This design comes from an exercise in tuning for small area on the open sky130 flow, not from production work. Only simulation tests tie the RTL to the original design; equivalence was not proved. Power figures rest on the tool's default switching activity, not on a simulated workload.

[design/flow/design.v]
module LedMatrix (
  output     [34:0]   io_col,
  output     [5:0]    io_row,
  input               bus_write,
  input      [6:0]    bus_address,
  input      [31:0]   bus_writeData,
  input               clk,
  input               reset
);
  reg [12:0] pwmPre;
  reg        pwmTick;
  reg [7:0]  pwm;
  reg [9:0]  rowPre;
  reg        rowTick;
  reg [2:0]  row;
  always @(posedge clk or posedge reset) begin
    if (reset) begin
      pwmPre <= 13'd0; pwmTick <= 1'b0; pwm <= 8'd0;
      rowPre <= 10'd0; rowTick <= 1'b0; row <= 3'd0;
    end else begin
      pwmPre  <= (pwmPre == 13'd4999) ? 13'd0 : pwmPre + 13'd1;
      pwmTick <= (pwmPre == 13'd4999);
      if (pwmTick) pwm <= pwm + 8'd1;
      rowPre  <= (rowPre == 10'd832) ? 10'd0 : rowPre + 10'd1;
      rowTick <= (rowPre == 10'd832);
      if (rowTick) row <= (row == 3'd5) ? 3'd0 : row + 3'd1;
    end
  end
  wire [5:0] rowHot = 6'b000001 << row;
  assign io_row = ~rowHot;
  reg [7:0] r0;
  reg       v0;
  reg [7:0] r1;
  reg       v1;
  reg [7:0] r2;
  reg       v2;
  reg [7:0] r3;
  reg       v3;
  reg [7:0] r4;
  reg       v4;
  reg [7:0] r5;
  reg       v5;
  reg [7:0] r6;
  reg       v6;
  reg [7:0] r7;
  reg       v7;
  reg [7:0] r8;
  reg       v8;
  reg [7:0] r9;
  reg       v9;
  reg [7:0] r10;
  reg       v10;
  reg [7:0] r11;
  reg       v11;
  reg [7:0] r12;
  reg       v12;
  reg [7:0] r13;
  reg       v13;
  reg [7:0] r14;
  reg       v14;
  reg [7:0] r15;
  reg       v15;
  reg [7:0] r16;
  reg       v16;
  reg [7:0] r17;
  reg       v17;
  reg [7:0] r18;
  reg       v18;
  reg [7:0] r19;
  reg       v19;
  reg [7:0] r20;
  reg       v20;
  reg [7:0] r21;
  reg       v21;
  reg [7:0] r22;
  reg       v22;
  reg [7:0] r23;
  reg       v23;
  reg [7:0] r24;
  reg       v24;
  reg [7:0] r25;
  reg       v25;
  reg [7:0] r26;
  reg       v26;
  reg [7:0] r27;
  reg       v27;
  reg [7:0] r28;
  reg       v28;
  reg [7:0] r29;
  reg       v29;
  reg [7:0] r30;
  reg       v30;
  reg [7:0] r31;
  reg       v31;
  reg [7:0] r32;
  reg       v32;
  reg [7:0] r33;
  reg       v33;
  reg [7:0] r34;
  reg       v34;
  reg [7:0] r35;
  reg       v35;
  reg [7:0] r36;
  reg       v36;
  reg [7:0] r37;
  reg       v37;
  reg [7:0] r38;
  reg       v38;
  reg [7:0] r39;
  reg       v39;
  reg [7:0] r40;
  reg       v40;
  reg [7:0] r41;
  reg       v41;
  reg [7:0] r42;
  reg       v42;
  reg [7:0] r43;
  reg       v43;
  reg [7:0] r44;
  reg       v44;
  reg [7:0] r45;
  reg       v45;
  reg [7:0] r46;
  reg       v46;
  reg [7:0] r47;
  reg       v47;
  reg [7:0] r48;
  reg       v48;
  reg [7:0] r49;
  reg       v49;
  reg [7:0] r50;
  reg       v50;
  reg [7:0] r51;
  reg       v51;
  reg [7:0] r52;
  reg       v52;
  reg [7:0] r53;
  reg       v53;
  reg [7:0] r54;
  reg       v54;
  reg [7:0] r55;
  reg       v55;
  reg [7:0] r56;
  reg       v56;
  reg [7:0] r57;
  reg       v57;
  reg [7:0] r58;
  reg       v58;
  reg [7:0] r59;
  reg       v59;
  reg [7:0] r60;
  reg       v60;
  reg [7:0] r61;
  reg       v61;
  reg [7:0] r62;
  reg       v62;
  reg [7:0] r63;
  reg       v63;
  reg [7:0] r64;
  reg       v64;
  reg [7:0] r65;
  reg       v65;
  reg [7:0] r66;
  reg       v66;
  reg [7:0] r67;
  reg       v67;
  reg [7:0] r68;
  reg       v68;
  reg [7:0] r69;
  reg       v69;
  reg [7:0] r70;
  reg       v70;
  reg [7:0] r71;
  reg       v71;
  reg [7:0] r72;
  reg       v72;
  reg [15:0] r73;
  reg       v73;
  reg [23:0] r74;
  reg       v74;
  reg [23:0] r75;
  reg       v75;
  reg [23:0] r76;
  reg       v76;
  reg [23:0] r77;
  reg       v77;
  reg [23:0] r78;
  reg       v78;
  reg [23:0] r79;
  reg       v79;
  reg [23:0] r80;
  reg       v80;
  reg [23:0] r81;
  reg       v81;
  reg [23:0] r82;
  reg       v82;
  reg [23:0] r83;
  reg       v83;
  reg [23:0] r84;
  reg       v84;
  reg [23:0] r85;
  reg       v85;
  reg [23:0] r86;
  reg       v86;
  reg [23:0] r87;
  reg       v87;
  reg [23:0] r88;
  reg       v88;
  reg [23:0] r89;
  reg       v89;
  reg [23:0] r90;
  reg       v90;
  reg [23:0] r91;
  reg       v91;
  reg [23:0] r92;
  reg       v92;
  reg [23:0] r93;
  reg       v93;
  reg [23:0] r94;
  reg       v94;
  reg [23:0] r95;
  reg       v95;
  reg [23:0] r96;
  reg       v96;
  reg [23:0] r97;
  reg       v97;
  reg [23:0] r98;
  reg       v98;
  reg [23:0] r99;
  reg       v99;
  reg [23:0] r100;
  reg       v100;
  reg [23:0] r101;
  reg       v101;
  reg [23:0] r102;
  reg       v102;
  reg [23:0] r103;
  reg       v103;
  reg [7:0] r104;
  reg       v104;
  reg [7:0] r105;
  reg       v105;
  reg [7:0] r106;
  reg       v106;
  always @(posedge clk) begin
    if (bus_write && bus_address == 7'd0) r0 <= bus_writeData[7:0];
    if (bus_write && bus_address == 7'd1) r1 <= bus_writeData[7:0];
    if (bus_write && bus_address == 7'd2) r2 <= bus_writeData[7:0];
    if (bus_write && bus_address == 7'd3) r3 <= bus_writeData[7:0];
    if (bus_write && bus_address == 7'd4) r4 <= bus_writeData[7:0];
    if (bus_write && bus_address == 7'd5) r5 <= bus_writeData[7:0];
    if (bus_write && bus_address == 7'd6) r6 <= bus_writeData[7:0];
    if (bus_write && bus_address == 7'd7) r7 <= bus_writeData[7:0];
    if (bus_write && bus_address == 7'd8) r8 <= bus_writeData[7:0];
    if (bus_write && bus_address == 7'd9) r9 <= bus_writeData[7:0];
    if (bus_write && bus_address == 7'd10) r10 <= bus_writeData[7:0];
    if (bus_write && bus_address == 7'd11) r11 <= bus_writeData[7:0];
    if (bus_write && bus_address == 7'd12) r12 <= bus_writeData[7:0];
    if (bus_write && bus_address == 7'd13) r13 <= bus_writeData[7:0];
    if (bus_write && bus_address == 7'd14) r14 <= bus_writeData[7:0];
    if (bus_write && bus_address == 7'd15) r15 <= bus_writeData[7:0];
    if (bus_write && bus_address == 7'd16) r16 <= bus_writeData[7:0];
    if (bus_write && bus_address == 7'd17) r17 <= bus_writeData[7:0];
    if (bus_write && bus_address == 7'd18) r18 <= bus_writeData[7:0];
    if (bus_write && bus_address == 7'd19) r19 <= bus_writeData[7:0];
    if (bus_write && bus_address == 7'd20) r20 <= bus_writeData[7:0];
    if (bus_write && bus_address == 7'd21) r21 <= bus_writeData[7:0];
    if (bus_write && bus_address == 7'd22) r22 <= bus_writeData[7:0];
    if (bus_write && bus_address == 7'd23) r23 <= bus_writeData[7:0];
    if (bus_write && bus_address == 7'd24) r24 <= bus_writeData[7:0];
    if (bus_write && bus_address == 7'd25) r25 <= bus_writeData[7:0];
    if (bus_write && bus_address == 7'd26) r26 <= bus_writeData[7:0];
    if (bus_write && bus_address == 7'd27) r27 <= bus_writeData[7:0];
    if (bus_write && bus_address == 7'd28) r28 <= bus_writeData[7:0];
    if (bus_write && bus_address == 7'd29) r29 <= bus_writeData[7:0];
    if (bus_write && bus_address == 7'd30) r30 <= bus_writeData[7:0];
    if (bus_write && bus_address == 7'd31) r31 <= bus_writeData[7:0];
    if (bus_write && bus_address == 7'd32) r32 <= bus_writeData[7:0];
    if (bus_write && bus_address == 7'd33) r33 <= bus_writeData[7:0];
    if (bus_write && bus_address == 7'd34) r34 <= bus_writeData[7:0];
    if (bus_write && bus_address == 7'd35) r35 <= bus_writeData[7:0];
    if (bus_write && bus_address == 7'd36) r36 <= bus_writeData[7:0];
    if (bus_write && bus_address == 7'd37) r37 <= bus_writeData[7:0];
    if (bus_write && bus_address == 7'd38) r38 <= bus_writeData[7:0];
    if (bus_write && bus_address == 7'd39) r39 <= bus_writeData[7:0];
    if (bus_write && bus_address == 7'd40) r40 <= bus_writeData[7:0];
    if (bus_write && bus_address == 7'd41) r41 <= bus_writeData[7:0];
    if (bus_write && bus_address == 7'd42) r42 <= bus_writeData[7:0];
    if (bus_write && bus_address == 7'd43) r43 <= bus_writeData[7:0];
    if (bus_write && bus_address == 7'd44) r44 <= bus_writeData[7:0];
    if (bus_write && bus_address == 7'd45) r45 <= bus_writeData[7:0];
    if (bus_write && bus_address == 7'd46) r46 <= bus_writeData[7:0];
    if (bus_write && bus_address == 7'd47) r47 <= bus_writeData[7:0];
    if (bus_write && bus_address == 7'd48) r48 <= bus_writeData[7:0];
    if (bus_write && bus_address == 7'd49) r49 <= bus_writeData[7:0];
    if (bus_write && bus_address == 7'd50) r50 <= bus_writeData[7:0];
    if (bus_write && bus_address == 7'd51) r51 <= bus_writeData[7:0];
    if (bus_write && bus_address == 7'd52) r52 <= bus_writeData[7:0];
    if (bus_write && bus_address == 7'd53) r53 <= bus_writeData[7:0];
    if (bus_write && bus_address == 7'd54) r54 <= bus_writeData[7:0];
    if (bus_write && bus_address == 7'd55) r55 <= bus_writeData[7:0];
    if (bus_write && bus_address == 7'd56) r56 <= bus_writeData[7:0];
    if (bus_write && bus_address == 7'd57) r57 <= bus_writeData[7:0];
    if (bus_write && bus_address == 7'd58) r58 <= bus_writeData[7:0];
    if (bus_write && bus_address == 7'd59) r59 <= bus_writeData[7:0];
    if (bus_write && bus_address == 7'd60) r60 <= bus_writeData[7:0];
    if (bus_write && bus_address == 7'd61) r61 <= bus_writeData[7:0];
    if (bus_write && bus_address == 7'd62) r62 <= bus_writeData[7:0];
    if (bus_write && bus_address == 7'd63) r63 <= bus_writeData[7:0];
    if (bus_write && bus_address == 7'd64) r64 <= bus_writeData[7:0];
    if (bus_write && bus_address == 7'd65) r65 <= bus_writeData[7:0];
    if (bus_write && bus_address == 7'd66) r66 <= bus_writeData[7:0];
    if (bus_write && bus_address == 7'd67) r67 <= bus_writeData[7:0];
    if (bus_write && bus_address == 7'd68) r68 <= bus_writeData[7:0];
    if (bus_write && bus_address == 7'd69) r69 <= bus_writeData[7:0];
    if (bus_write && bus_address == 7'd70) r70 <= bus_writeData[7:0];
    if (bus_write && bus_address == 7'd71) r71 <= bus_writeData[7:0];
    if (bus_write && bus_address == 7'd72) r72 <= bus_writeData[7:0];
    if (bus_write && bus_address == 7'd73) r73 <= bus_writeData[15:0];
    if (bus_write && bus_address == 7'd74) r74 <= bus_writeData[23:0];
    if (bus_write && bus_address == 7'd75) r75 <= bus_writeData[23:0];
    if (bus_write && bus_address == 7'd76) r76 <= bus_writeData[23:0];
    if (bus_write && bus_address == 7'd77) r77 <= bus_writeData[23:0];
    if (bus_write && bus_address == 7'd78) r78 <= bus_writeData[23:0];
    if (bus_write && bus_address == 7'd79) r79 <= bus_writeData[23:0];
    if (bus_write && bus_address == 7'd80) r80 <= bus_writeData[23:0];
    if (bus_write && bus_address == 7'd81) r81 <= bus_writeData[23:0];
    if (bus_write && bus_address == 7'd82) r82 <= bus_writeData[23:0];
    if (bus_write && bus_address == 7'd83) r83 <= bus_writeData[23:0];
    if (bus_write && bus_address == 7'd84) r84 <= bus_writeData[23:0];
    if (bus_write && bus_address == 7'd85) r85 <= bus_writeData[23:0];
    if (bus_write && bus_address == 7'd86) r86 <= bus_writeData[23:0];
    if (bus_write && bus_address == 7'd87) r87 <= bus_writeData[23:0];
    if (bus_write && bus_address == 7'd88) r88 <= bus_writeData[23:0];
    if (bus_write && bus_address == 7'd89) r89 <= bus_writeData[23:0];
    if (bus_write && bus_address == 7'd90) r90 <= bus_writeData[23:0];
    if (bus_write && bus_address == 7'd91) r91 <= bus_writeData[23:0];
    if (bus_write && bus_address == 7'd92) r92 <= bus_writeData[23:0];
    if (bus_write && bus_address == 7'd93) r93 <= bus_writeData[23:0];
    if (bus_write && bus_address == 7'd94) r94 <= bus_writeData[23:0];
    if (bus_write && bus_address == 7'd95) r95 <= bus_writeData[23:0];
    if (bus_write && bus_address == 7'd96) r96 <= bus_writeData[23:0];
    if (bus_write && bus_address == 7'd97) r97 <= bus_writeData[23:0];
    if (bus_write && bus_address == 7'd98) r98 <= bus_writeData[23:0];
    if (bus_write && bus_address == 7'd99) r99 <= bus_writeData[23:0];
    if (bus_write && bus_address == 7'd100) r100 <= bus_writeData[23:0];
    if (bus_write && bus_address == 7'd101) r101 <= bus_writeData[23:0];
    if (bus_write && bus_address == 7'd102) r102 <= bus_writeData[23:0];
    if (bus_write && bus_address == 7'd103) r103 <= bus_writeData[23:0];
    if (bus_write && bus_address == 7'd104) r104 <= bus_writeData[7:0];
    if (bus_write && bus_address == 7'd105) r105 <= bus_writeData[7:0];
    if (bus_write && bus_address == 7'd106) r106 <= bus_writeData[7:0];
  end
  always @(posedge clk or posedge reset) begin
    if (reset) begin
      v0 <= 1'b0;
      v1 <= 1'b0;
      v2 <= 1'b0;
      v3 <= 1'b0;
      v4 <= 1'b0;
      v5 <= 1'b0;
      v6 <= 1'b0;
      v7 <= 1'b0;
      v8 <= 1'b0;
      v9 <= 1'b0;
      v10 <= 1'b0;
      v11 <= 1'b0;
      v12 <= 1'b0;
      v13 <= 1'b0;
      v14 <= 1'b0;
      v15 <= 1'b0;
      v16 <= 1'b0;
      v17 <= 1'b0;
      v18 <= 1'b0;
      v19 <= 1'b0;
      v20 <= 1'b0;
      v21 <= 1'b0;
      v22 <= 1'b0;
      v23 <= 1'b0;
      v24 <= 1'b0;
      v25 <= 1'b0;
      v26 <= 1'b0;
      v27 <= 1'b0;
      v28 <= 1'b0;
      v29 <= 1'b0;
      v30 <= 1'b0;
      v31 <= 1'b0;
      v32 <= 1'b0;
      v33 <= 1'b0;
      v34 <= 1'b0;
      v35 <= 1'b0;
      v36 <= 1'b0;
      v37 <= 1'b0;
      v38 <= 1'b0;
      v39 <= 1'b0;
      v40 <= 1'b0;
      v41 <= 1'b0;
      v42 <= 1'b0;
      v43 <= 1'b0;
      v44 <= 1'b0;
      v45 <= 1'b0;
      v46 <= 1'b0;
      v47 <= 1'b0;
      v48 <= 1'b0;
      v49 <= 1'b0;
      v50 <= 1'b0;
      v51 <= 1'b0;
      v52 <= 1'b0;
      v53 <= 1'b0;
      v54 <= 1'b0;
      v55 <= 1'b0;
      v56 <= 1'b0;
      v57 <= 1'b0;
      v58 <= 1'b0;
      v59 <= 1'b0;
      v60 <= 1'b0;
      v61 <= 1'b0;
      v62 <= 1'b0;
      v63 <= 1'b0;
      v64 <= 1'b0;
      v65 <= 1'b0;
      v66 <= 1'b0;
      v67 <= 1'b0;
      v68 <= 1'b0;
      v69 <= 1'b0;
      v70 <= 1'b0;
      v71 <= 1'b0;
      v72 <= 1'b0;
      v73 <= 1'b0;
      v74 <= 1'b0;
      v75 <= 1'b0;
      v76 <= 1'b0;
      v77 <= 1'b0;
      v78 <= 1'b0;
      v79 <= 1'b0;
      v80 <= 1'b0;
      v81 <= 1'b0;
      v82 <= 1'b0;
      v83 <= 1'b0;
      v84 <= 1'b0;
      v85 <= 1'b0;
      v86 <= 1'b0;
      v87 <= 1'b0;
      v88 <= 1'b0;
      v89 <= 1'b0;
      v90 <= 1'b0;
      v91 <= 1'b0;
      v92 <= 1'b0;
      v93 <= 1'b0;
      v94 <= 1'b0;
      v95 <= 1'b0;
      v96 <= 1'b0;
      v97 <= 1'b0;
      v98 <= 1'b0;
      v99 <= 1'b0;
      v100 <= 1'b0;
      v101 <= 1'b0;
      v102 <= 1'b0;
      v103 <= 1'b0;
      v104 <= 1'b0;
      v105 <= 1'b0;
      v106 <= 1'b0;
    end else begin
      if (bus_write && bus_address == 7'd0) v0 <= 1'b1;
      if (bus_write && bus_address == 7'd1) v1 <= 1'b1;
      if (bus_write && bus_address == 7'd2) v2 <= 1'b1;
      if (bus_write && bus_address == 7'd3) v3 <= 1'b1;
      if (bus_write && bus_address == 7'd4) v4 <= 1'b1;
      if (bus_write && bus_address == 7'd5) v5 <= 1'b1;
      if (bus_write && bus_address == 7'd6) v6 <= 1'b1;
      if (bus_write && bus_address == 7'd7) v7 <= 1'b1;
      if (bus_write && bus_address == 7'd8) v8 <= 1'b1;
      if (bus_write && bus_address == 7'd9) v9 <= 1'b1;
      if (bus_write && bus_address == 7'd10) v10 <= 1'b1;
      if (bus_write && bus_address == 7'd11) v11 <= 1'b1;
      if (bus_write && bus_address == 7'd12) v12 <= 1'b1;
      if (bus_write && bus_address == 7'd13) v13 <= 1'b1;
      if (bus_write && bus_address == 7'd14) v14 <= 1'b1;
      if (bus_write && bus_address == 7'd15) v15 <= 1'b1;
      if (bus_write && bus_address == 7'd16) v16 <= 1'b1;
      if (bus_write && bus_address == 7'd17) v17 <= 1'b1;
      if (bus_write && bus_address == 7'd18) v18 <= 1'b1;
      if (bus_write && bus_address == 7'd19) v19 <= 1'b1;
      if (bus_write && bus_address == 7'd20) v20 <= 1'b1;
      if (bus_write && bus_address == 7'd21) v21 <= 1'b1;
      if (bus_write && bus_address == 7'd22) v22 <= 1'b1;
      if (bus_write && bus_address == 7'd23) v23 <= 1'b1;
      if (bus_write && bus_address == 7'd24) v24 <= 1'b1;
      if (bus_write && bus_address == 7'd25) v25 <= 1'b1;
      if (bus_write && bus_address == 7'd26) v26 <= 1'b1;
      if (bus_write && bus_address == 7'd27) v27 <= 1'b1;
      if (bus_write && bus_address == 7'd28) v28 <= 1'b1;
      if (bus_write && bus_address == 7'd29) v29 <= 1'b1;
      if (bus_write && bus_address == 7'd30) v30 <= 1'b1;
      if (bus_write && bus_address == 7'd31) v31 <= 1'b1;
      if (bus_write && bus_address == 7'd32) v32 <= 1'b1;
      if (bus_write && bus_address == 7'd33) v33 <= 1'b1;
      if (bus_write && bus_address == 7'd34) v34 <= 1'b1;
      if (bus_write && bus_address == 7'd35) v35 <= 1'b1;
      if (bus_write && bus_address == 7'd36) v36 <= 1'b1;
      if (bus_write && bus_address == 7'd37) v37 <= 1'b1;
      if (bus_write && bus_address == 7'd38) v38 <= 1'b1;
      if (bus_write && bus_address == 7'd39) v39 <= 1'b1;
      if (bus_write && bus_address == 7'd40) v40 <= 1'b1;
      if (bus_write && bus_address == 7'd41) v41 <= 1'b1;
      if (bus_write && bus_address == 7'd42) v42 <= 1'b1;
      if (bus_write && bus_address == 7'd43) v43 <= 1'b1;
      if (bus_write && bus_address == 7'd44) v44 <= 1'b1;
      if (bus_write && bus_address == 7'd45) v45 <= 1'b1;
      if (bus_write && bus_address == 7'd46) v46 <= 1'b1;
      if (bus_write && bus_address == 7'd47) v47 <= 1'b1;
      if (bus_write && bus_address == 7'd48) v48 <= 1'b1;
      if (bus_write && bus_address == 7'd49) v49 <= 1'b1;
      if (bus_write && bus_address == 7'd50) v50 <= 1'b1;
      if (bus_write && bus_address == 7'd51) v51 <= 1'b1;
      if (bus_write && bus_address == 7'd52) v52 <= 1'b1;
      if (bus_write && bus_address == 7'd53) v53 <= 1'b1;
      if (bus_write && bus_address == 7'd54) v54 <= 1'b1;
      if (bus_write && bus_address == 7'd55) v55 <= 1'b1;
      if (bus_write && bus_address == 7'd56) v56 <= 1'b1;
      if (bus_write && bus_address == 7'd57) v57 <= 1'b1;
      if (bus_write && bus_address == 7'd58) v58 <= 1'b1;
      if (bus_write && bus_address == 7'd59) v59 <= 1'b1;
      if (bus_write && bus_address == 7'd60) v60 <= 1'b1;
      if (bus_write && bus_address == 7'd61) v61 <= 1'b1;
      if (bus_write && bus_address == 7'd62) v62 <= 1'b1;
      if (bus_write && bus_address == 7'd63) v63 <= 1'b1;
      if (bus_write && bus_address == 7'd64) v64 <= 1'b1;
      if (bus_write && bus_address == 7'd65) v65 <= 1'b1;
      if (bus_write && bus_address == 7'd66) v66 <= 1'b1;
      if (bus_write && bus_address == 7'd67) v67 <= 1'b1;
      if (bus_write && bus_address == 7'd68) v68 <= 1'b1;
      if (bus_write && bus_address == 7'd69) v69 <= 1'b1;
      if (bus_write && bus_address == 7'd70) v70 <= 1'b1;
      if (bus_write && bus_address == 7'd71) v71 <= 1'b1;
      if (bus_write && bus_address == 7'd72) v72 <= 1'b1;
      if (bus_write && bus_address == 7'd73) v73 <= 1'b1;
      if (bus_write && bus_address == 7'd74) v74 <= 1'b1;
      if (bus_write && bus_address == 7'd75) v75 <= 1'b1;
      if (bus_write && bus_address == 7'd76) v76 <= 1'b1;
      if (bus_write && bus_address == 7'd77) v77 <= 1'b1;
      if (bus_write && bus_address == 7'd78) v78 <= 1'b1;
      if (bus_write && bus_address == 7'd79) v79 <= 1'b1;
      if (bus_write && bus_address == 7'd80) v80 <= 1'b1;
      if (bus_write && bus_address == 7'd81) v81 <= 1'b1;
      if (bus_write && bus_address == 7'd82) v82 <= 1'b1;
      if (bus_write && bus_address == 7'd83) v83 <= 1'b1;
      if (bus_write && bus_address == 7'd84) v84 <= 1'b1;
      if (bus_write && bus_address == 7'd85) v85 <= 1'b1;
      if (bus_write && bus_address == 7'd86) v86 <= 1'b1;
      if (bus_write && bus_address == 7'd87) v87 <= 1'b1;
      if (bus_write && bus_address == 7'd88) v88 <= 1'b1;
      if (bus_write && bus_address == 7'd89) v89 <= 1'b1;
      if (bus_write && bus_address == 7'd90) v90 <= 1'b1;
      if (bus_write && bus_address == 7'd91) v91 <= 1'b1;
      if (bus_write && bus_address == 7'd92) v92 <= 1'b1;
      if (bus_write && bus_address == 7'd93) v93 <= 1'b1;
      if (bus_write && bus_address == 7'd94) v94 <= 1'b1;
      if (bus_write && bus_address == 7'd95) v95 <= 1'b1;
      if (bus_write && bus_address == 7'd96) v96 <= 1'b1;
      if (bus_write && bus_address == 7'd97) v97 <= 1'b1;
      if (bus_write && bus_address == 7'd98) v98 <= 1'b1;
      if (bus_write && bus_address == 7'd99) v99 <= 1'b1;
      if (bus_write && bus_address == 7'd100) v100 <= 1'b1;
      if (bus_write && bus_address == 7'd101) v101 <= 1'b1;
      if (bus_write && bus_address == 7'd102) v102 <= 1'b1;
      if (bus_write && bus_address == 7'd103) v103 <= 1'b1;
      if (bus_write && bus_address == 7'd104) v104 <= 1'b1;
      if (bus_write && bus_address == 7'd105) v105 <= 1'b1;
      if (bus_write && bus_address == 7'd106) v106 <= 1'b1;
    end
  end
  wire s0_0 = rowHot[0] & v0;
  wire s0_1 = rowHot[0] & v1;
  wire s0_2 = rowHot[0] & v2;
  wire s0_3 = rowHot[0] & v3;
  wire s0_4 = rowHot[0] & v4;
  wire s0_5 = rowHot[0] & v5;
  wire s0_6 = rowHot[0] & v6;
  wire s0_7 = rowHot[0] & v7;
  wire s0_8 = rowHot[0] & v8;
  wire s0_9 = rowHot[0] & v9;
  wire s0_10 = rowHot[0] & v10;
  wire s0_11 = rowHot[0] & v11;
  wire s0_12 = rowHot[0] & v12;
  wire s0_74 = rowHot[0] & v74;
  wire s0_75 = rowHot[0] & v75;
  wire s0_76 = rowHot[0] & v76;
  wire s0_104 = rowHot[0] & v104;
  wire s0_105 = rowHot[0] & v105;
  wire s0_106 = rowHot[0] & v106;
  wire s1_13 = rowHot[1] & v13;
  wire s1_14 = rowHot[1] & v14;
  wire s1_15 = rowHot[1] & v15;
  wire s1_16 = rowHot[1] & v16;
  wire s1_17 = rowHot[1] & v17;
  wire s1_18 = rowHot[1] & v18;
  wire s1_19 = rowHot[1] & v19;
  wire s1_20 = rowHot[1] & v20;
  wire s1_21 = rowHot[1] & v21;
  wire s1_22 = rowHot[1] & v22;
  wire s1_23 = rowHot[1] & v23;
  wire s1_24 = rowHot[1] & v24;
  wire s1_25 = rowHot[1] & v25;
  wire s1_26 = rowHot[1] & v26;
  wire s1_77 = rowHot[1] & v77;
  wire s1_78 = rowHot[1] & v78;
  wire s1_79 = rowHot[1] & v79;
  wire s1_80 = rowHot[1] & v80;
  wire s1_81 = rowHot[1] & v81;
  wire s1_82 = rowHot[1] & v82;
  wire s1_83 = rowHot[1] & v83;
  wire s2_27 = rowHot[2] & v27;
  wire s2_28 = rowHot[2] & v28;
  wire s2_29 = rowHot[2] & v29;
  wire s2_30 = rowHot[2] & v30;
  wire s2_31 = rowHot[2] & v31;
  wire s2_32 = rowHot[2] & v32;
  wire s2_33 = rowHot[2] & v33;
  wire s2_34 = rowHot[2] & v34;
  wire s2_35 = rowHot[2] & v35;
  wire s2_36 = rowHot[2] & v36;
  wire s2_37 = rowHot[2] & v37;
  wire s2_38 = rowHot[2] & v38;
  wire s2_39 = rowHot[2] & v39;
  wire s2_40 = rowHot[2] & v40;
  wire s2_84 = rowHot[2] & v84;
  wire s2_85 = rowHot[2] & v85;
  wire s2_86 = rowHot[2] & v86;
  wire s2_87 = rowHot[2] & v87;
  wire s2_88 = rowHot[2] & v88;
  wire s2_89 = rowHot[2] & v89;
  wire s2_90 = rowHot[2] & v90;
  wire s3_41 = rowHot[3] & v41;
  wire s3_42 = rowHot[3] & v42;
  wire s3_43 = rowHot[3] & v43;
  wire s3_44 = rowHot[3] & v44;
  wire s3_45 = rowHot[3] & v45;
  wire s3_46 = rowHot[3] & v46;
  wire s3_47 = rowHot[3] & v47;
  wire s3_48 = rowHot[3] & v48;
  wire s3_49 = rowHot[3] & v49;
  wire s3_50 = rowHot[3] & v50;
  wire s3_51 = rowHot[3] & v51;
  wire s3_52 = rowHot[3] & v52;
  wire s3_53 = rowHot[3] & v53;
  wire s3_91 = rowHot[3] & v91;
  wire s3_92 = rowHot[3] & v92;
  wire s3_93 = rowHot[3] & v93;
  wire s4_54 = rowHot[4] & v54;
  wire s4_55 = rowHot[4] & v55;
  wire s4_56 = rowHot[4] & v56;
  wire s4_57 = rowHot[4] & v57;
  wire s4_58 = rowHot[4] & v58;
  wire s4_59 = rowHot[4] & v59;
  wire s4_60 = rowHot[4] & v60;
  wire s4_61 = rowHot[4] & v61;
  wire s4_62 = rowHot[4] & v62;
  wire s4_63 = rowHot[4] & v63;
  wire s4_64 = rowHot[4] & v64;
  wire s4_65 = rowHot[4] & v65;
  wire s4_94 = rowHot[4] & v94;
  wire s4_95 = rowHot[4] & v95;
  wire s4_96 = rowHot[4] & v96;
  wire s4_97 = rowHot[4] & v97;
  wire s5_66 = rowHot[5] & v66;
  wire s5_67 = rowHot[5] & v67;
  wire s5_68 = rowHot[5] & v68;
  wire s5_69 = rowHot[5] & v69;
  wire s5_70 = rowHot[5] & v70;
  wire s5_71 = rowHot[5] & v71;
  wire s5_72 = rowHot[5] & v72;
  wire s5_73 = rowHot[5] & v73;
  wire s5_98 = rowHot[5] & v98;
  wire s5_99 = rowHot[5] & v99;
  wire s5_100 = rowHot[5] & v100;
  wire s5_101 = rowHot[5] & v101;
  wire s5_102 = rowHot[5] & v102;
  wire s5_103 = rowHot[5] & v103;
  wire [34:0] lt;
  wire [7:0] val0 = ({8{s0_0}} & r0[7:0]) | ({8{s1_13}} & r13[7:0]) | ({8{s2_27}} & r27[7:0]) | ({8{s3_41}} & r41[7:0]) | ({8{s4_54}} & r54[7:0]) | ({8{s5_66}} & r66[7:0]);
  assign lt[0] = val0 < pwm;
  assign io_col[0] = lt[0] | ~(rowHot[0] | rowHot[1] | rowHot[2] | rowHot[3] | rowHot[4] | rowHot[5]);
  wire [7:0] val1 = ({8{s1_14}} & r14[7:0]) | ({8{s2_28}} & r28[7:0]) | ({8{s3_42}} & r42[7:0]) | ({8{s4_55}} & r55[7:0]) | ({8{s5_67}} & r67[7:0]);
  assign lt[1] = val1 < pwm;
  assign io_col[1] = lt[1] | ~(rowHot[1] | rowHot[2] | rowHot[3] | rowHot[4] | rowHot[5]);
  wire [7:0] val2 = ({8{s0_1}} & r1[7:0]) | ({8{s1_15}} & r15[7:0]) | ({8{s2_29}} & r29[7:0]) | ({8{s3_43}} & r43[7:0]) | ({8{s4_56}} & r56[7:0]) | ({8{s5_68}} & r68[7:0]);
  assign lt[2] = val2 < pwm;
  assign io_col[2] = lt[2] | ~(rowHot[0] | rowHot[1] | rowHot[2] | rowHot[3] | rowHot[4] | rowHot[5]);
  wire [7:0] val3 = ({8{s0_2}} & r2[7:0]) | ({8{s1_16}} & r16[7:0]) | ({8{s2_30}} & r30[7:0]) | ({8{s3_44}} & r44[7:0]) | ({8{s4_57}} & r57[7:0]);
  assign lt[3] = val3 < pwm;
  assign io_col[3] = lt[3] | ~(rowHot[0] | rowHot[1] | rowHot[2] | rowHot[3] | rowHot[4]);
  wire [7:0] val4 = ({8{s0_3}} & r3[7:0]) | ({8{s1_17}} & r17[7:0]) | ({8{s2_31}} & r31[7:0]) | ({8{s3_45}} & r45[7:0]) | ({8{s4_58}} & r58[7:0]);
  assign lt[4] = val4 < pwm;
  assign io_col[4] = lt[4] | ~(rowHot[0] | rowHot[1] | rowHot[2] | rowHot[3] | rowHot[4]);
  wire [7:0] val5 = ({8{s0_4}} & r4[7:0]) | ({8{s1_18}} & r18[7:0]) | ({8{s2_32}} & r32[7:0]) | ({8{s3_46}} & r46[7:0]) | ({8{s4_59}} & r59[7:0]) | ({8{s5_69}} & r69[7:0]);
  assign lt[5] = val5 < pwm;
  assign io_col[5] = lt[5] | ~(rowHot[0] | rowHot[1] | rowHot[2] | rowHot[3] | rowHot[4] | rowHot[5]);
  wire [7:0] val6 = ({8{s0_5}} & r5[7:0]) | ({8{s1_19}} & r19[7:0]) | ({8{s2_33}} & r33[7:0]) | ({8{s3_47}} & r47[7:0]) | ({8{s4_60}} & r60[7:0]);
  assign lt[6] = val6 < pwm;
  assign io_col[6] = lt[6] | ~(rowHot[0] | rowHot[1] | rowHot[2] | rowHot[3] | rowHot[4]);
  wire [7:0] val7 = ({8{s0_6}} & r6[7:0]) | ({8{s1_20}} & r20[7:0]) | ({8{s2_34}} & r34[7:0]) | ({8{s3_48}} & r48[7:0]) | ({8{s4_61}} & r61[7:0]);
  assign lt[7] = val7 < pwm;
  assign io_col[7] = lt[7] | ~(rowHot[0] | rowHot[1] | rowHot[2] | rowHot[3] | rowHot[4]);
  wire [7:0] val8 = ({8{s0_7}} & r7[7:0]) | ({8{s1_21}} & r21[7:0]) | ({8{s2_35}} & r35[7:0]) | ({8{s3_49}} & r49[7:0]) | ({8{s4_62}} & r62[7:0]);
  assign lt[8] = val8 < pwm;
  assign io_col[8] = lt[8] | ~(rowHot[0] | rowHot[1] | rowHot[2] | rowHot[3] | rowHot[4]);
  wire [7:0] val9 = ({8{s0_8}} & r8[7:0]) | ({8{s1_22}} & r22[7:0]) | ({8{s2_36}} & r36[7:0]) | ({8{s3_50}} & r50[7:0]) | ({8{s4_63}} & r63[7:0]) | ({8{s5_70}} & r70[7:0]);
  assign lt[9] = val9 < pwm;
  assign io_col[9] = lt[9] | ~(rowHot[0] | rowHot[1] | rowHot[2] | rowHot[3] | rowHot[4] | rowHot[5]);
  wire [7:0] val10 = ({8{s0_9}} & r9[7:0]) | ({8{s1_23}} & r23[7:0]) | ({8{s2_37}} & r37[7:0]) | ({8{s3_51}} & r51[7:0]) | ({8{s4_64}} & r64[7:0]) | ({8{s5_71}} & r71[7:0]);
  assign lt[10] = val10 < pwm;
  assign io_col[10] = lt[10] | ~(rowHot[0] | rowHot[1] | rowHot[2] | rowHot[3] | rowHot[4] | rowHot[5]);
  wire [7:0] val11 = ({8{s0_10}} & r10[7:0]) | ({8{s1_24}} & r24[7:0]) | ({8{s2_38}} & r38[7:0]) | ({8{s3_52}} & r52[7:0]) | ({8{s5_73}} & r73[15:8]);
  assign lt[11] = val11 < pwm;
  assign io_col[11] = lt[11] | ~(rowHot[0] | rowHot[1] | rowHot[2] | rowHot[3] | rowHot[5]);
  wire [7:0] val12 = ({8{s0_11}} & r11[7:0]) | ({8{s1_25}} & r25[7:0]) | ({8{s2_39}} & r39[7:0]) | ({8{s5_73}} & r73[7:0]);
  assign lt[12] = val12 < pwm;
  assign io_col[12] = lt[12] | ~(rowHot[0] | rowHot[1] | rowHot[2] | rowHot[5]);
  wire [7:0] val13 = ({8{s0_12}} & r12[7:0]) | ({8{s1_26}} & r26[7:0]) | ({8{s2_40}} & r40[7:0]) | ({8{s3_53}} & r53[7:0]) | ({8{s4_65}} & r65[7:0]) | ({8{s5_72}} & r72[7:0]);
  assign lt[13] = val13 < pwm;
  assign io_col[13] = lt[13] | ~(rowHot[0] | rowHot[1] | rowHot[2] | rowHot[3] | rowHot[4] | rowHot[5]);
  wire [7:0] val14 = ({8{s0_74}} & r74[23:16]) | ({8{s1_77}} & r77[23:16]) | ({8{s2_84}} & r84[23:16]) | ({8{s5_98}} & r98[23:16]);
  assign lt[14] = val14 < pwm;
  assign io_col[14] = lt[14] | ~(rowHot[0] | rowHot[1] | rowHot[2] | rowHot[5]);
  wire [7:0] val15 = ({8{s0_74}} & r74[15:8]) | ({8{s1_77}} & r77[15:8]) | ({8{s2_84}} & r84[15:8]) | ({8{s5_98}} & r98[15:8]);
  assign lt[15] = val15 < pwm;
  assign io_col[15] = lt[15] | ~(rowHot[0] | rowHot[1] | rowHot[2] | rowHot[5]);
  wire [7:0] val16 = ({8{s0_74}} & r74[7:0]) | ({8{s1_77}} & r77[7:0]) | ({8{s2_84}} & r84[7:0]) | ({8{s5_98}} & r98[7:0]);
  assign lt[16] = val16 < pwm;
  assign io_col[16] = lt[16] | ~(rowHot[0] | rowHot[1] | rowHot[2] | rowHot[5]);
  wire [7:0] val17 = ({8{s0_75}} & r75[23:16]) | ({8{s1_78}} & r78[23:16]) | ({8{s2_85}} & r85[23:16]) | ({8{s4_94}} & r94[23:16]) | ({8{s5_99}} & r99[23:16]);
  assign lt[17] = val17 < pwm;
  assign io_col[17] = lt[17] | ~(rowHot[0] | rowHot[1] | rowHot[2] | rowHot[4] | rowHot[5]);
  wire [7:0] val18 = ({8{s0_75}} & r75[15:8]) | ({8{s1_78}} & r78[15:8]) | ({8{s2_85}} & r85[15:8]) | ({8{s4_94}} & r94[15:8]) | ({8{s5_99}} & r99[15:8]);
  assign lt[18] = val18 < pwm;
  assign io_col[18] = lt[18] | ~(rowHot[0] | rowHot[1] | rowHot[2] | rowHot[4] | rowHot[5]);
  wire [7:0] val19 = ({8{s0_75}} & r75[7:0]) | ({8{s1_78}} & r78[7:0]) | ({8{s2_85}} & r85[7:0]) | ({8{s4_94}} & r94[7:0]) | ({8{s5_99}} & r99[7:0]);
  assign lt[19] = val19 < pwm;
  assign io_col[19] = lt[19] | ~(rowHot[0] | rowHot[1] | rowHot[2] | rowHot[4] | rowHot[5]);
  wire [7:0] val20 = ({8{s0_76}} & r76[23:16]) | ({8{s1_79}} & r79[23:16]) | ({8{s2_86}} & r86[23:16]) | ({8{s5_100}} & r100[23:16]);
  assign lt[20] = val20 < pwm;
  assign io_col[20] = lt[20] | ~(rowHot[0] | rowHot[1] | rowHot[2] | rowHot[5]);
  wire [7:0] val21 = ({8{s0_76}} & r76[15:8]) | ({8{s1_79}} & r79[15:8]) | ({8{s2_86}} & r86[15:8]) | ({8{s5_100}} & r100[15:8]);
  assign lt[21] = val21 < pwm;
  assign io_col[21] = lt[21] | ~(rowHot[0] | rowHot[1] | rowHot[2] | rowHot[5]);
  wire [7:0] val22 = ({8{s0_76}} & r76[7:0]) | ({8{s1_79}} & r79[7:0]) | ({8{s2_86}} & r86[7:0]) | ({8{s5_100}} & r100[7:0]);
  assign lt[22] = val22 < pwm;
  assign io_col[22] = lt[22] | ~(rowHot[0] | rowHot[1] | rowHot[2] | rowHot[5]);
  wire [7:0] val23 = ({8{s1_80}} & r80[23:16]) | ({8{s2_87}} & r87[23:16]) | ({8{s3_91}} & r91[23:16]) | ({8{s4_95}} & r95[23:16]) | ({8{s5_101}} & r101[23:16]);
  assign lt[23] = val23 < pwm;
  assign io_col[23] = lt[23] | ~(rowHot[1] | rowHot[2] | rowHot[3] | rowHot[4] | rowHot[5]);
  wire [7:0] val24 = ({8{s1_80}} & r80[15:8]) | ({8{s2_87}} & r87[15:8]) | ({8{s3_91}} & r91[15:8]) | ({8{s4_95}} & r95[15:8]) | ({8{s5_101}} & r101[15:8]);
  assign lt[24] = val24 < pwm;
  assign io_col[24] = lt[24] | ~(rowHot[1] | rowHot[2] | rowHot[3] | rowHot[4] | rowHot[5]);
  wire [7:0] val25 = ({8{s1_80}} & r80[7:0]) | ({8{s2_87}} & r87[7:0]) | ({8{s3_91}} & r91[7:0]) | ({8{s4_95}} & r95[7:0]) | ({8{s5_101}} & r101[7:0]);
  assign lt[25] = val25 < pwm;
  assign io_col[25] = lt[25] | ~(rowHot[1] | rowHot[2] | rowHot[3] | rowHot[4] | rowHot[5]);
  wire [7:0] val26 = ({8{s1_81}} & r81[23:16]) | ({8{s2_88}} & r88[23:16]) | ({8{s3_92}} & r92[23:16]) | ({8{s4_96}} & r96[23:16]);
  assign lt[26] = val26 < pwm;
  assign io_col[26] = lt[26] | ~(rowHot[1] | rowHot[2] | rowHot[3] | rowHot[4]);
  wire [7:0] val27 = ({8{s1_81}} & r81[15:8]) | ({8{s2_88}} & r88[15:8]) | ({8{s3_92}} & r92[15:8]) | ({8{s4_96}} & r96[15:8]);
  assign lt[27] = val27 < pwm;
  assign io_col[27] = lt[27] | ~(rowHot[1] | rowHot[2] | rowHot[3] | rowHot[4]);
  wire [7:0] val28 = ({8{s0_104}} & r104[7:0]) | ({8{s1_81}} & r81[7:0]) | ({8{s2_88}} & r88[7:0]) | ({8{s3_92}} & r92[7:0]) | ({8{s4_96}} & r96[7:0]);
  assign lt[28] = val28 < pwm;
  assign io_col[28] = lt[28] | ~(rowHot[0] | rowHot[1] | rowHot[2] | rowHot[3] | rowHot[4]);
  wire [7:0] val29 = ({8{s1_82}} & r82[23:16]) | ({8{s2_89}} & r89[23:16]) | ({8{s3_93}} & r93[23:16]) | ({8{s4_97}} & r97[23:16]) | ({8{s5_102}} & r102[23:16]);
  assign lt[29] = val29 < pwm;
  assign io_col[29] = lt[29] | ~(rowHot[1] | rowHot[2] | rowHot[3] | rowHot[4] | rowHot[5]);
  wire [7:0] val30 = ({8{s1_82}} & r82[15:8]) | ({8{s2_89}} & r89[15:8]) | ({8{s3_93}} & r93[15:8]) | ({8{s4_97}} & r97[15:8]) | ({8{s5_102}} & r102[15:8]);
  assign lt[30] = val30 < pwm;
  assign io_col[30] = lt[30] | ~(rowHot[1] | rowHot[2] | rowHot[3] | rowHot[4] | rowHot[5]);
  wire [7:0] val31 = ({8{s0_105}} & r105[7:0]) | ({8{s1_82}} & r82[7:0]) | ({8{s2_89}} & r89[7:0]) | ({8{s3_93}} & r93[7:0]) | ({8{s4_97}} & r97[7:0]) | ({8{s5_102}} & r102[7:0]);
  assign lt[31] = val31 < pwm;
  assign io_col[31] = lt[31] | ~(rowHot[0] | rowHot[1] | rowHot[2] | rowHot[3] | rowHot[4] | rowHot[5]);
  wire [7:0] val32 = ({8{s1_83}} & r83[23:16]) | ({8{s2_90}} & r90[23:16]) | ({8{s5_103}} & r103[23:16]);
  assign lt[32] = val32 < pwm;
  assign io_col[32] = lt[32] | ~(rowHot[1] | rowHot[2] | rowHot[5]);
  wire [7:0] val33 = ({8{s1_83}} & r83[15:8]) | ({8{s2_90}} & r90[15:8]) | ({8{s5_103}} & r103[15:8]);
  assign lt[33] = val33 < pwm;
  assign io_col[33] = lt[33] | ~(rowHot[1] | rowHot[2] | rowHot[5]);
  wire [7:0] val34 = ({8{s0_106}} & r106[7:0]) | ({8{s1_83}} & r83[7:0]) | ({8{s2_90}} & r90[7:0]) | ({8{s5_103}} & r103[7:0]);
  assign lt[34] = val34 < pwm;
  assign io_col[34] = lt[34] | ~(rowHot[0] | rowHot[1] | rowHot[2] | rowHot[5]);
endmodule
[design/flow/run.sh]
#!/bin/bash
# synth_recipe.tcl (not shown) runs the flow's synth.tcl, then flattens the netlist and writes it again
# the make line also repeats each setting of config.mk as NAME=value (left out here)
make -C /OpenROAD-flow-scripts/flow DESIGN_CONFIG=/design/flow/config.mk WORK_HOME=/design/flow/orfs CLKGATE_MAP_FILE= SYNTH_SCRIPT=/design/flow/synth_recipe.tcl finish
[design/flow/constraint.sdc]
create_clock -name core_clock -period 10.0 [get_ports {clk}]
set_input_delay 2.0000 -clock core_clock [delete_from_list [all_inputs] [get_ports {clk}]]
set_output_delay 2.0000 -clock core_clock [all_outputs]
set_load 0.01 [all_outputs]
[design/flow/config.mk]
export PLATFORM = sky130hd
export DESIGN_NAME = LedMatrix
export DESIGN_NICKNAME = LedMatrix
export VERILOG_FILES = /design/flow/design.v
export SDC_FILE = /design/flow/constraint.sdc
export NUM_CORES = 4
export LEC_CHECK = 0
export CAP_MARGIN = 20
export CORE_MARGIN = 2
export CORE_UTILIZATION = 40
export SLEW_MARGIN = 20
==> metrics.csv <==
stage,metric,value,unit
final_layout,fin_nets,4071,
worst_hold_path,hold_class,reg2reg,
floorplan,initial_utilization,0.4040,
timing,max_freq,127.8,MHz
yosys,synth_edf_count,1344,
run,maxCapViolCount,0,
timing,worst_pin_slew,1.223,ns
grt,grt_remaining_overflow,0,
clock_network,clk_latency,0.77,ns
timing,post-route-min-period,7.826,ns
grt,grt_pass1_wl,225500,um
clock_network,cts_hold_buf,0,
yosys,synthArstFlopShare,0.09617,
grt,grt_pass1_vias,33660,
grt,grt_usage,0.2031,
clock_network,cts_tree,built,
clock_network,root_buffer,clkbuf_16,
critical_path,max_stage_delay,0.81,ns
power_and_ir_drop,p_sw,0.002756,W
critical_path,crit_slowest_cell,nor3b_2,
final_layout,nFillCells,12430,
power_and_ir_drop,power_density,195.2,nW/um^2
timing,max-slew-margin-rel,0.1846,
critical_path,crit_arrival,5.83,ns
critical_path,cp_num_buf_inv,3,
final_layout,drive_gt1_frac,0.1276,
power_and_ir_drop,p_leak,23.84,nW
placement,dp_slack,2.901,ns
timing,finalWorstSetupSlack,2.174,ns
yosys,ys_seq_area_frac,0.7453,
yosys,synth_warnings,1,
placement,port-buffer-count,74,
routing,drt_iter0_markers,4108,
grt,grt_max_degree,90,
placement,hpwlAfterDp,84960,um
clock_network,cts_setup_buffers,0,
grt,antenna_found_initial,9,
yosys,syn_avg_cell_area,16.17,sq um
clock_network,htree_levels,4,
yosys,syn_nets,3938,
floorplan,die_x,387.9,um
timing,rsz0062_at_grt,no,
power_and_ir_drop,switching_share,0.2106,
run_status,status,finished clean,
floorplan,dieArea,150500,sq um
timing,tns,0,ns
timing,skew,0.01176,ns
timing,slew_viol_final,0,
routing,firstDrtPassIters,9,
critical_path,worstPathRequired,8.00,ns
clock_network,clock_sinks,1487,
yosys,synth.distinct_cells,68,
timing,finalHoldViolCount,0,
placement,globalplace.congestion,0.8143,
timing,timing.final.crit_share,0.7826,
routing,via_count,33820,
floorplan,core,145900,sq um
routing,finalWirelength,154600,um
critical_path,start_kind,flop,
power_and_ir_drop,power.share.clock,0.424,
critical_path,critPathCaptureType,primary output,
floorplan,std_cell_rows,140,
yosys,synthesis.area,58960,sq um
clock_network,clkTransAtPathRegs,0.06,ns
routing,post_drt_wl_per_cell,26.55,um
routing,via_per_inst,5.811,
clock_network,cts_resized,0,
floorplan,top_level_ports,83,
power_and_ir_drop,comb_power_share,0.049,
critical_path,crit_path_cell_trace,buf_4 -> nor3b_2 -> buf_4 -> and2_1 -> a222oi_1 -> nand2_1 -> ha_1 -> a211oi_1 -> nand2_1 -> a221oi_1 -> a31oi_1 -> o21ai_0 -> clkdlybuf4s50_1,
routing,drtAntennaViolNets,0,
floorplan,die_h,387.9,um
critical_path,cp_top_family,buffers and inverters,
yosys,synth_ff_type,edfxtp_1,
power_and_ir_drop,seqPwrFrac,0.527,
yosys,ys_seq_elements,1487,
clock_network,cts_buffer_depth,3,
critical_path,path_max_fanout,32,
power_and_ir_drop,intPower,0.01033,W
routing,drcViolationCount,0,
yosys,syn_inst,3646,
final_layout,area_growth,13.74,%
timing,final-setup-viol-count,0,
power_and_ir_drop,peakVddDrop,0.1714,mV
critical_path,critical_path_class,reg2out,
clock_network,numCtsBuffers,151,
[cell type report]
cell class	count	area, sq um	share of cell area
Sequential cell	1487	43940	0.6553
Multi-Input combinational cell	1932	14250	0.2125
Clock buffer	220	4263	0.06357
Tap cell	1917	2399	0.03577
Timing Repair Buffer	183	1524	0.02273
Clock inverter	57	574.3	0.008565
Inverter	24	106.4	0.001586
Antenna cell	1	2.502	0.00003732
[synthesized netlist by cell type, types with 8 or more instances]
cell / number / area (sq um)
nand4_1: 34 / 212.7
and3_1: 26 / 162.7
nor2b_1: 23 / 143.9
xor2_1: 12 / 105.1
inv_1: 23 / 86.33
a211oi_1: 23 / 172.7
clkbuf_2: 8 / 40.04
a222oi_1: 206 / 2062
clkbuf_1: 129 / 484.2
nand3_1: 74 / 370.4
edfxtp_1: 1344 / 40360
dfrtp_1: 143 / 3578
o21a_1: 11 / 82.58
a21oi_1: 90 / 450.4
xnor2_1: 16 / 140.1
a221oi_1: 17 / 148.9
a22o_1: 15 / 131.4
nor2_1: 139 / 521.8
or2_1: 10 / 62.56
buf_1: 14 / 52.55
nor4bb_1: 12 / 120.1
and2_1: 63 / 394.1
o2111ai_1: 9 / 78.83
buf_2: 46 / 230.2
a32oi_1: 57 / 499.2
ha_1: 250 / 3128
o21ai_0: 37 / 185.2
o211ai_1: 11 / 82.58
a21o_1: 61 / 457.9
a22oi_1: 216 / 1622
nand2_1: 320 / 1201
a221o_1: 14 / 140.1
or2_2: 99 / 619.3
a31oi_1: 10 / 62.56
[metrics by stage]
step | power [W] | util | hold WS [ns] | instance area [sq um] | std cells
detailed placement | 0.007673 | 0.4264 | 0.4422 | 62220 | 5543
global route | 0.01349 | 0.4595 | 0.4620 | 67050 | 5820
CTS | 0.01318 | 0.4595 | 0.4571 | 67050 | 5820
finish | 0.01309 | 0.4596 | 0.4576 | 67060 | 5821
global placement | 0.007661 | 0.4264 | 0.4383 | 62210 | 5543
floorplan | 0.007350 | - | 0.4242 | 58960 | 3646
[cell families after synthesis]
logic type      after synthesis  share of synthesized area
compound gates              812                     0.1103
xor+xnor                     28                   0.004160
fa+ha+maj                   250                    0.05306
buf+inv                     227                    0.01624
flops                      1487                     0.7453
mux                           1                  0.0001910
simple gates                841                    0.07080
[per-layer routing]
layer / GRT usage / vias up / part of all wire
li1: - / 15000 / -
met4: 0.06534 / 6 / 0.028
met1: 0.2752 / 17420 / 0.43
met3: 0.03047 / 212 / 0.063
met2: 0.3364 / 1185 / 0.48
met5: 0 / - / 0.00016
[worst paths after layout]
| check | startpoint | to | slack [ns] | cells after the start |
|---|---|---|---|---|
| hold reg to reg | v19$_DFFE_PP0P_ | v19$_DFFE_PP0P_ | 0.46 | 1 |
| max in group asynchronous | reset | row[2]$_DFFE_PP0P_ | 6.67 | 3 |
| setup reg to reg | pwm[0]$_DFFE_PP0P_ | pwm[7]$_DFFE_PP0P_ | 7.78 | 4 |
| min in group asynchronous | reset | pwmPre[2]$_DFF_PP0_ | 1.80 | 2 |
| hold / removal | v19$_DFFE_PP0P_ | v19$_DFFE_PP0P_ | 0.46 | 1 |
| setup / recovery | row[2]$_DFFE_PP0P_ | io_col[10] | 2.17 | 13 |
[power groups by stage]
stage	combinational, W	sequential, W	clock (W)
6_report	0.000647	0.00690	0.00555
2_1_floorplan	0.000346	0.00700	0
3_3_place_gp	0.000641	0.00702	0
4_1_cts	0.000654	0.00689	0.00563
5_1_grt	0.000710	0.00690	0.00588
3_5_place_dp	0.000650	0.00702	0
[cell usage in the layout (no fill, tap or decap), types with 26 or more instances in the layout]
cell type        count
a21o_1              61
a21oi_1             89
a222oi_1           206
a22oi_1            216
a32oi_1             57
and2_1              63
and3_1              26
buf_4              117
clkbuf_1            51
clkbuf_16          155
clkdlybuf4s50_1     63
dfrtp_1            140
edfxtp_1          1344
ha_1               249
nand2_1            320
nand3_1             74
nand4_1             34
nor2_1             109
nor2_2              29
o21ai_0             36
or2_2               99

## separate check: timing with driven ports
How much do the figures lean on ideal ports? The routed layout below was timed once more, with nothing changed but the port constraints. Step 1 assumes that a clkbuf_16 drives the clock port and a buf_2 every other input. Step 2, shift: input delay + t, output delay - t, t = (earliest + latest rising clock arrival at the registers) / 2. This alone moves slack from input paths to output paths. Slacks: ideal ports / drivers / drivers and shift; pairs: ideal ports / drivers.
t, ns: 0.845
setup slack, ns: 2.174 / 2.095 / 2.939
cell pins on the clock port's net: 1
After both steps this run still meets setup and hold. For this run, drivers alone change the setup slack by -0.079 ns; drivers and shift together by +0.765 ns.
